This design comes from an exercise in tuning for small area, a short achievable clock period and few clock cycles per item on the open sky130 flow, not from production work.
Function was checked by simulation only, so behaviour that the tests miss may differ from the original.
Power and IR drop assume default switching activity.

$ cat flow/constraint.sdc
create_clock -name core_clock -period 10.0 [get_ports {clk}]
set_input_delay 2.0000 -clock core_clock [delete_from_list [all_inputs] [get_ports {clk}]]
set_output_delay 2.0000 -clock core_clock [all_outputs]
set_load 0.01 [all_outputs]
$ cat flow/config.mk
export PLATFORM = sky130hd
export DESIGN_NAME = bitcoin_hash
export DESIGN_NICKNAME = bitcoin_hash
export VERILOG_FILES = /design/flow/design.v
export SDC_FILE = /design/flow/constraint.sdc
export NUM_CORES = 8
export LEC_CHECK = 0
export CAP_MARGIN = 20
export CORE_MARGIN = 2
export CORE_UTILIZATION = 30
export SLEW_MARGIN = 20
$ cat flow/design.v
module bitcoin_hash(input logic        clk, reset_n, start,
                    input logic [15:0] message_addr, output_addr,
                   output logic        done, mem_we,
                   output logic [15:0] mem_addr,
                   output logic [31:0] mem_write_data,
                    input logic [31:0] mem_read_data);
enum logic [3:0] {IDLE,PREP,FIRST_SIXTEEN,PREP_KERNEL,KERNEL,POST_PHASE1,PREP_PHASE2,PHASE2,POSTPROCESS} state;
enum logic [2:0] {P2_PREP,P2_FIRST_SIXTEEN,P3_PREP,P3_FIRST_SIXTEEN,PREP_COMPUTE,COMPUTE} substate;
typedef enum logic {FALSE=1'b0,TRUE=1'b1} bool_t;
assign done = (state == IDLE);
parameter INIT_H0 = 32'h6a09e667;
parameter INIT_H1 = 32'hbb67ae85;
parameter INIT_H2 = 32'h3c6ef372;
parameter INIT_H3 = 32'ha54ff53a;
parameter INIT_H4 = 32'h510e527f;
parameter INIT_H5 = 32'h9b05688c;
wire [31:0] INIT_H6 = 32'h1f83d9ab;  
parameter INIT_H7 = 32'h5be0cd19;
parameter WORDS_TO_READ = 20;
reg [31:0] d_prev,b,c,d,m,f,g,h1;  
reg [5:0] nonce;
reg [0:7] [31:0] h;  
reg [0:7] [31:0] h_p1;  
reg [0:15] [31:0] w;  
reg [5:0] t;  
reg [5:0] rw;  
reg [0:2] [31:0] w_temp;
bool_t padding;  
logic        cur_we;
logic [15:0] cur_addr;
logic [31:0] cur_write_data;
assign mem_we = cur_we;
assign mem_addr = cur_addr + rw;
assign mem_write_data = cur_write_data;
wire [31:0] size_bits = 32'd640;
wire [31:0] delimiter = 32'h80000000;
wire [31:0] size_phase3 = 32'd256;
function [31:0] sha256_k1(input logic [5:0] i);
    case (i)
    6'd0: sha256_k1 = 32'h428a2f98;
    6'd1: sha256_k1 = 32'h71374491;
    6'd2: sha256_k1 = 32'hb5c0fbcf;
    6'd3: sha256_k1 = 32'he9b5dba5;
    6'd4: sha256_k1 = 32'h3956c25b;
    6'd5: sha256_k1 = 32'h59f111f1;
    6'd6: sha256_k1 = 32'h923f82a4;
    6'd7: sha256_k1 = 32'hab1c5ed5;
    6'd8: sha256_k1 = 32'hd807aa98;
    6'd9: sha256_k1 = 32'h12835b01;
    6'd10: sha256_k1 = 32'h243185be;
    6'd11: sha256_k1 = 32'h550c7dc3;
    6'd12: sha256_k1 = 32'h72be5d74;
    6'd13: sha256_k1 = 32'h80deb1fe;
    6'd14: sha256_k1 = 32'h9bdc06a7;
    6'd15: sha256_k1 = 32'hc19bf174;
    default: sha256_k1 = 32'd0;
    endcase
endfunction
function [31:0] sha256_k2(input logic [5:0] i);
    case (i)
    6'd16: sha256_k2 = 32'he49b69c1;
    6'd17: sha256_k2 = 32'hefbe4786;
    6'd18: sha256_k2 = 32'h0fc19dc6;
    6'd19: sha256_k2 = 32'h240ca1cc;
    6'd20: sha256_k2 = 32'h2de92c6f;
    6'd21: sha256_k2 = 32'h4a7484aa;
    6'd22: sha256_k2 = 32'h5cb0a9dc;
    6'd23: sha256_k2 = 32'h76f988da;
    6'd24: sha256_k2 = 32'h983e5152;
    6'd25: sha256_k2 = 32'ha831c66d;
    6'd26: sha256_k2 = 32'hb00327c8;
    6'd27: sha256_k2 = 32'hbf597fc7;
    6'd28: sha256_k2 = 32'hc6e00bf3;
    6'd29: sha256_k2 = 32'hd5a79147;
    6'd30: sha256_k2 = 32'h06ca6351;
    6'd31: sha256_k2 = 32'h14292967;
    6'd32: sha256_k2 = 32'h27b70a85;
    6'd33: sha256_k2 = 32'h2e1b2138;
    6'd34: sha256_k2 = 32'h4d2c6dfc;
    6'd35: sha256_k2 = 32'h53380d13;
    6'd36: sha256_k2 = 32'h650a7354;
    6'd37: sha256_k2 = 32'h766a0abb;
    6'd38: sha256_k2 = 32'h81c2c92e;
    6'd39: sha256_k2 = 32'h92722c85;
    6'd40: sha256_k2 = 32'ha2bfe8a1;
    6'd41: sha256_k2 = 32'ha81a664b;
    6'd42: sha256_k2 = 32'hc24b8b70;
    6'd43: sha256_k2 = 32'hc76c51a3;
    6'd44: sha256_k2 = 32'hd192e819;
    6'd45: sha256_k2 = 32'hd6990624;
    6'd46: sha256_k2 = 32'hf40e3585;
    6'd47: sha256_k2 = 32'h106aa070;
    6'd48: sha256_k2 = 32'h19a4c116;
    6'd49: sha256_k2 = 32'h1e376c08;
    6'd50: sha256_k2 = 32'h2748774c;
    6'd51: sha256_k2 = 32'h34b0bcb5;
    6'd52: sha256_k2 = 32'h391c0cb3;
    6'd53: sha256_k2 = 32'h4ed8aa4a;
    6'd54: sha256_k2 = 32'h5b9cca4f;
    6'd55: sha256_k2 = 32'h682e6ff3;
    6'd56: sha256_k2 = 32'h748f82ee;
    6'd57: sha256_k2 = 32'h78a5636f;
    6'd58: sha256_k2 = 32'h84c87814;
    6'd59: sha256_k2 = 32'h8cc70208;
    6'd60: sha256_k2 = 32'h90befffa;
    6'd61: sha256_k2 = 32'ha4506ceb;
    6'd62: sha256_k2 = 32'hbef9a3f7;
    6'd63: sha256_k2 = 32'hc67178f2;
    default: sha256_k2 = 32'd0;
    endcase
endfunction
function [31:0] rightrotate(input logic [31:0] in1,
                            input logic [31:0] r);
   rightrotate = (in1 >> r) | (in1 << (32-r));
endfunction
function logic [223:0] sha256_op(input logic [31:0] d_prev, b, c, d, f, g, h_compute, m);
begin
	logic [31:0] b_next,f_next;
    b_next = ((rightrotate(f,6)) ^ (rightrotate(f,11)) ^ (rightrotate(f,25))) + ((f & g) | ((~f) & h_compute)) + ((rightrotate(b,2))
               ^ (rightrotate(b,13)) ^ (rightrotate(b,22))) + ((b & c) | (b & d) | (c & d)) + m;
    f_next = ((rightrotate(f,6)) ^ (rightrotate(f,11)) ^ (rightrotate(f,25))) + d_prev + ((f & g) | ((~f) & h_compute)) + m;
    sha256_op = {d,b_next,b,c,f_next,f,g};
end
endfunction
wire [31:0] next_word;
assign next_word = w[0] + (rightrotate(w[1], 7) ^ rightrotate(w[1], 18) ^ (w[1]  >>  3)) + w[9] + (rightrotate(w[14], 17) ^ rightrotate(w[14], 19) ^ (w[14] >> 10));
always_ff @(posedge clk, negedge reset_n)
begin
    if (!reset_n) begin
        state <= IDLE;
        cur_we <= 1'b0;
        padding <= FALSE;
    end else case(state)
    IDLE:
        if (start) begin
            rw <= 0;
            h_p1[0:7] <= {INIT_H0,INIT_H1,INIT_H2,INIT_H3,INIT_H4,INIT_H5,INIT_H6,INIT_H7};
            cur_addr <= message_addr;
            cur_we <= 1'b0;
            cur_write_data <= 0;
            state <= PREP;
        end
    PREP:
    begin
        cur_we <= 1'b0;
        cur_addr <= message_addr;
        rw <= rw + 1;
        nonce <= 0;
        t <= 0;
        {b,c,d,d_prev,f,g,h1} <= {h_p1[0:5],h_p1[7]};
        state <= FIRST_SIXTEEN;
    end
    FIRST_SIXTEEN:
    begin
        t <= t + 1;
        if(t==0) begin
            h1 <= h_p1[6];  
        end else begin
            {d_prev,b,c,d,f,g,h1} <= sha256_op(d_prev,b,c,d,f,g,h1,m);
        end
        w[t] <= mem_read_data;
        m <= sha256_k1(t) + mem_read_data + h1;
        if (rw==16) begin
            state <= PREP_KERNEL;
        end else begin
            cur_we <= 1'b0;
            cur_addr <= message_addr;
            rw<=rw + 1;
            state <= FIRST_SIXTEEN;
        end
    end
    PREP_KERNEL:
    begin
        for (int n = 0; n < 15; n++) w[n] <= w[n+1];
        w[15] <= next_word;
        w_temp[0] <= mem_read_data;
        cur_we <= 1'b0;
        cur_addr <= message_addr;
        rw<=rw + 1;
        state <= KERNEL;
    end
    KERNEL:
    begin
        m <=  sha256_k2(t) + h1 + w[15];
        for (int n = 0; n < 15; n++) w[n] <= w[n+1];
        w[15] <= next_word;
        {d_prev,b,c,d,f,g,h1} <= sha256_op(d_prev,b,c,d,f,g,h1,m);
        if (t==0) begin  
            h_p1[1] <= b + h_p1[1];
            h_p1[5] <= f + h_p1[5];
            h_p1[2] <= c + h_p1[2];
            h_p1[3] <= d + h_p1[3];
            h_p1[6] <= g + h_p1[6];
            h_p1[7] <= h1 + h_p1[7];
            rw <= rw + 1;  
            state <= KERNEL;
        end
        if(t==1) begin
            w_temp[1] <= mem_read_data;
            h_p1[0] <= h_p1[0] + b;
            h_p1[4] <= h_p1[4] + f;
            state <= PREP_PHASE2;
        end else begin
            state <= KERNEL;
            t <= t + 1;
        end
    end
    PREP_PHASE2: begin
        w_temp[2] <= mem_read_data;
        state <= PHASE2;
        substate <= P2_PREP;
    end
    PHASE2: begin
        case(substate)
        P2_PREP: begin
            t <= 0;
            substate <= P2_FIRST_SIXTEEN;
            {b,c,d,d_prev,f,g,h1} <= {h_p1[0:5],h_p1[7]};
        end
        P2_FIRST_SIXTEEN:
        begin
            t <= t + 1;
            if(t==0) begin
                h1 <= h_p1[6];  
            end else begin
                {d_prev,b,c,d,f,g,h1} <= sha256_op(d_prev,b,c,d,f,g,h1,m);
            end
            unique case(padding)
            TRUE: begin
                if (t==15) begin  
                    w[t] <= size_bits;
                    m <= sha256_k1(t) + size_bits + h1;
                end else if(t==4) begin
                    w[t] <= delimiter;
                    m <= sha256_k1(t) + delimiter + h1;
                end else begin  
                    w[t] <= 32'd0;
                    m <= sha256_k1(t) + 32'd0 + h1;
                end
            end
            default: begin
                if (t==3) begin  
                    w[t] <= nonce;
                    m <= sha256_k1(t) + nonce + h1;
                    padding <= TRUE;
                end else begin  
                    w[t] <= w_temp[t];
                    m <= sha256_k1(t) + w_temp[t] + h1;
                end
            end
            endcase
            if (t==15) begin
                substate <= PREP_COMPUTE;
            end else begin
                substate <= P2_FIRST_SIXTEEN;
            end
        end
        PREP_COMPUTE:
        begin
            for (int n = 0; n < 15; n++) w[n] <= w[n+1];
            w[15] <= next_word;
            substate <= COMPUTE;
        end
        COMPUTE:
        begin
            m <=  sha256_k2(t) + h1 + w[15];
            for (int n = 0; n < 15; n++) w[n] <= w[n+1];
            w[15] <= next_word;
            {d_prev,b,c,d,f,g,h1} <= sha256_op(d_prev,b,c,d,f,g,h1,m);
            unique case(padding)
            TRUE: begin
                if (t==0) begin  
                    h[1] <= b + h_p1[1];  
                    h[5] <= f + h_p1[5];  
                    h[2] <= c + h_p1[2];
                    h[3] <= d + h_p1[3];
                    h[6] <= g + h_p1[6];
                    h[7] <= h1 + h_p1[7];
                    substate <= P3_PREP;
                end else begin
                    substate <= COMPUTE;
                    t <= t + 1;
                end
            end
            default: begin
                if (t==0) begin  
                    state <= POSTPROCESS;
                    substate <= P2_PREP;
                end else begin
                    substate <= COMPUTE;
                    t <= t + 1;
                end
            end
            endcase
        end
        P3_PREP:
        begin
            {b,c,d,d_prev,f,g,h1} <= {INIT_H0,INIT_H1,INIT_H2,INIT_H3,INIT_H4,INIT_H5,INIT_H7};
            padding <= FALSE;
            h[0] <= b + h_p1[0];
            h[4] <= f + h_p1[4];
            substate <= P3_FIRST_SIXTEEN;
        end
        P3_FIRST_SIXTEEN:
        begin
            t <= t + 1;
            if(t==0) begin
                h1 <= INIT_H6;
            end else begin
                {d_prev,b,c,d,f,g,h1} <= sha256_op(d_prev,b,c,d,f,g,h1,m);
            end
            unique casez(t)
            15: begin
                w[t] <= size_phase3;
                m <= size_phase3 + sha256_k1(t) + h1;
            end
            8: begin
                w[t] <= delimiter;
                m <= delimiter + sha256_k1(t) + h1;
            end
            6'b000???: begin
                w[t] <= h[t];
                m <= h[t] + sha256_k1(t) + h1;
            end
            default:begin
                w[t] <= 32'd0;
                m <= 32'd0 + sha256_k1(t) + h1;
            end
            endcase
            if (t==15) begin
                substate <= PREP_COMPUTE;
            end else begin
                substate <= P3_FIRST_SIXTEEN;
            end
        end
        endcase  
    end
    POSTPROCESS: begin
        if (nonce == 16) begin
            cur_we <= 1'b0;
            state <= IDLE;
        end else begin
            cur_we <= 1'b1;
            cur_addr <= output_addr;
            rw <= nonce;
            nonce <= nonce + 1;
            cur_write_data <= (b + INIT_H0);
            if (nonce == 15)
                state <= POSTPROCESS;
            else
                state <= PHASE2;
        end
    end
    endcase
end
endmodule
$ cat flow/run.sh
#!/bin/bash
# synth_recipe.tcl (not shown) runs the flow's synth.tcl, then flattens the netlist and writes it again
# the make line also repeats each setting of config.mk as NAME=value (left out here)
make -C /OpenROAD-flow-scripts/flow DESIGN_CONFIG=/design/flow/config.mk WORK_HOME=/design/flow/orfs CLKGATE_MAP_FILE= SYNTH_SCRIPT=/design/flow/synth_recipe.tcl finish
==> results.toml <==
[setup_path]
critical_path.cell_chain = "buf_4 > buf_4 > mux4_2 > mux2i_1 > nor2_1 > fa_1 > ha_1 > a211oi_1 > o211ai_1 > o2111ai_1 > a21oi_1 > a2111oi_0 > or3_1 > o31a_1 > o211ai_1 > and3_1 > o22ai_1 > o221ai_1"
reg2reg_slack_ps = 2670
critical_path_class = "flip-flop to flip-flop"
timing.critical_path.buf_inv = 2
worst-r2r-cell-count = 18
crit_path_end_kind = "flip-flop"
cp_top_family = "compound AO/OA/AOI/OAI gates"
critical-path-max-stage-delay_ps = 900
cpMaxStageDelayCell = "sky130_fd_sc_hd__a2111oi_0"
path_max_fanout = 32
worst_setup_path_start_kind = "flip-flop"
timing.critical_path.required_ps = 10600
arrival_ps = 7920
critical_path_depth = 18

[sta]
timing.slew.headroom_pct = 16.4
fin_worst_hold_slack_ps = 508
final.setup.worst_slack_ps = 2670
final.setup_skew_ps = 91.8
final_clock_period_utilization_by_the_worst_path_pct = 73.3
rsz_0062_raised_after_global_routing = "no"
maxSlewViolCount = 0
period_needed_ps = 7330
max_freq_ghz = 0.136
finalHoldViolCount = 0
finalSetupViolCount = 0
worst_slew_pin_slew_ps = 1240

[power]
irDropWorstVdd_uv = 132
design_power_total_mw = 20.0
total_leakage_power_nw = 50.9
powerDensity_nw_per_um2 = 145

[cts]
clock_insertion_delay_worst_skew_ps = 950
post-cts-setup-buffer-count = 0
clockRootBuffer = "sky130_fd_sc_hd__clkbuf_16"
htreeDepth = 4
tritoncts_clock_tree = "yes"
cts.sinks = 1515
cts_repair_resize_count = 0
cts_made_buffers = 186
cts_max_path_buffers = 4
cts.reportedPaths.clkPinSlew_ps = 60
ctsHoldBuffers = 0

[floorplanning]
dieHeight_um = 648
die-area_um2 = 420000
core_um2 = 413000
ioPinCount = 117
row_count = 236
start_util_pct = 30.1
die-width_um = 648

[flow_run]
max_cap_violations = 0

[global_route]
antenna_violations_before_repair = 35
overflow = 0
track_usage_pct = 26.3
number_of_global_route_vias_before_repair = 108000
wire_length_of_the_first_global_routing_pass_um = 807000
maximum_number_of_pins_on_one_net_before_global_route_repair = 156

[detailed_routing]
detail_route.vias_per_cell = 6.11
wirelength_um = 574000
wl_per_cell_um = 30.2
drc_errors = 0
detail_route_antenna_nets = 0
detailroute.via_count = 116000
drtIter0Drc = 17600
drtPass1Iterations = 9

[cells_and_area]
fillCellCount = 42200
area_growth_syn_to_layout_pct = 10.8
final_net_count = 14400
share_of_final_layout_standard_cells_stronger_than_drive_strength_1_pct = 6.95
final_cell_count_no_fill = 19000

[yosys]
synth.top_cell.area_share_pct = 34.9
asyncSetResetFlopFracSynth_pct = 0.396
mappedNetlistArea_um2 = 124000
yosys_warnings = 1
post-synth-top-count-cell = "sky130_fd_sc_hd__nand2_1"
synthTopCellsByArea = "sky130_fd_sc_hd__edfxtp_1 (35%), sky130_fd_sc_hd__fa_1 (6.3%), sky130_fd_sc_hd__ha_1 (5.9%), sky130_fd_sc_hd__a21oi_1 (5.7%), sky130_fd_sc_hd__nand2_1 (4.4%)"
synth_enable_flop_cells = 1445
syn_nets = 14700
yosys_most_used_dff = "sky130_fd_sc_hd__edfxtp_1"
yosysSeqAreaShare_pct = 36.0
avgSynthCellArea_um2 = 9.09
synth_cell_types = 125
syn_inst = 13700
ys_seq_elements = 1515
synthTopCellsByCount = "sky130_fd_sc_hd__nand2_1 (1,461), sky130_fd_sc_hd__edfxtp_1 (1,445), sky130_fd_sc_hd__a21oi_1 (1,409), sky130_fd_sc_hd__nor2_1 (1,026), sky130_fd_sc_hd__o21ai_0 (1,013)"
post-synth-top-area-cell = "sky130_fd_sc_hd__edfxtp_1"

[placement]
dp.cells = 18600
pre_cts_ws_ps = 2720
routabilityCongestion = 1.02
hpwl_um = 409000
io_buffers = 116

[min_path]
min-delay-path-class = "flip-flop to flip-flop"
hold_path_depth = 1

[run_status]
status = "no timing/DRC/antenna violations"
per-layer routing:
layer  global-route usage [%]  share of wire, %  vias up
met5                        0             0.030        -
met4                     17.0               7.6       24
met3                     6.31                11     1603
met2                     39.4                43     7417
met1                     33.8                38    57400
li1                         -                 -    49700
cells in the final DEF (no fill, tap or decap), drive strengths merged, types with 66 or more instances in the layout:
master and n:
nand2 1462, edfxtp 1445, a21oi 1413, o21ai 1046, nor2 1031, inv 661, xnor2 602, ha 584
fa 394, buf 323, a22oi 317, o221ai 259, and2 237, a21o 223, clkbuf 219, o22ai 213
nand3 212, xor2 211, mux2i 206, nand2b 202, o21bai 155, nor3 154, a31oi 148, a211oi 125
a21boi 117, clkdlybuf4s50 116, o21a 100, a221oi 88, nor2b 87, o211ai 85, clkinv 80, and3 66
power by group:
group          total [mW]  switching (mW)  internal (mW)
sequential           7.44           0.263           7.18
combinational        5.63            3.56           2.07
clock                6.90            3.07           3.84
sequential cells by signal, summed over array words and instances, names as in the netlist, 32 cells and up, named ones only:
signal / flops
h_p1: 256
cur_write_data: 32
h: 256
d: 32
f: 32
c: 32
w: 512
b: 32
d_prev: 32
h1: 32
g: 32
m: 32
w_temp: 96
cell families after synthesis:
| kind of cell | count (synthesis) | synth area share, % |
|---|---|---|
| compound gates | 4744 | 24.4 |
| simple gates | 3714 | 13.5 |
| buf+inv | 1623 | 5.03 |
| flops | 1515 | 36.0 |
| fa+ha+maj | 980 | 12.2 |
| xor+xnor | 814 | 5.75 |
| mux | 304 | 3.13 |
metrics by stage:
step | area (um2) | util [%] | setup TNS (ps)
finish | 138000 | 33.4 | 0
global route | 138000 | 33.4 | 0
CTS | 138000 | 33.4 | 0
detailed placement | 132000 | 32.0 | 0
global placement | 132000 | 31.9 | 0
floorplan | 124000 | - | -2556220
path summary, 6_finish.rpt:
kind                             to  startpoint
setup / recovery              m[31]        t[0]
hold / removal               cur_we      cur_we
setup reg to reg              m[31]        t[0]
hold reg to reg              cur_we      cur_we
max in group asynchronous  state[0]     reset_n
min in group asynchronous   padding     reset_n
layout make-up:
cell class	instances	area [um2]	share of cell area [%]
Antenna cell	19	47.5	0.0345
Clock inverter	108	943	0.684
Clock buffer	219	4870	3.53
Inverter	662	2480	1.80
Sequential cell	1515	44800	32.5
Multi-Input combinational cell	10600	74100	53.7
Tap cell	5474	6850	4.97
Timing Repair Buffer	439	3780	2.74
Testbench counts, summed over its fixed seeds: cycles 89,240, hashes 640.

[port drivers added, routing unchanged]
No port has a modelled driver above. Below, the same layout with a new extraction and two added sets of constraints.
Step 1: set_driving_cell puts a clkbuf_16 on clk and a buf_2 on each other input, an assumption about the parent block.
Step 2 also shifts input and output timing later by t, the mid clock arrival at the registers, as if the neighbouring blocks saw the same clock.
Slacks: ideal / step 1 / step 2; pairs: ideal / step 1.
t (ns): 1.016
slack for setup (ns): 2.674 / 2.674 / 2.537
slew at the worst register clock pin (ns): 0.08 / 0.08
After both steps this run still meets setup and hold. The setup slack of this run moves by 0.000 ns with the drivers and by -0.137 ns with both steps.
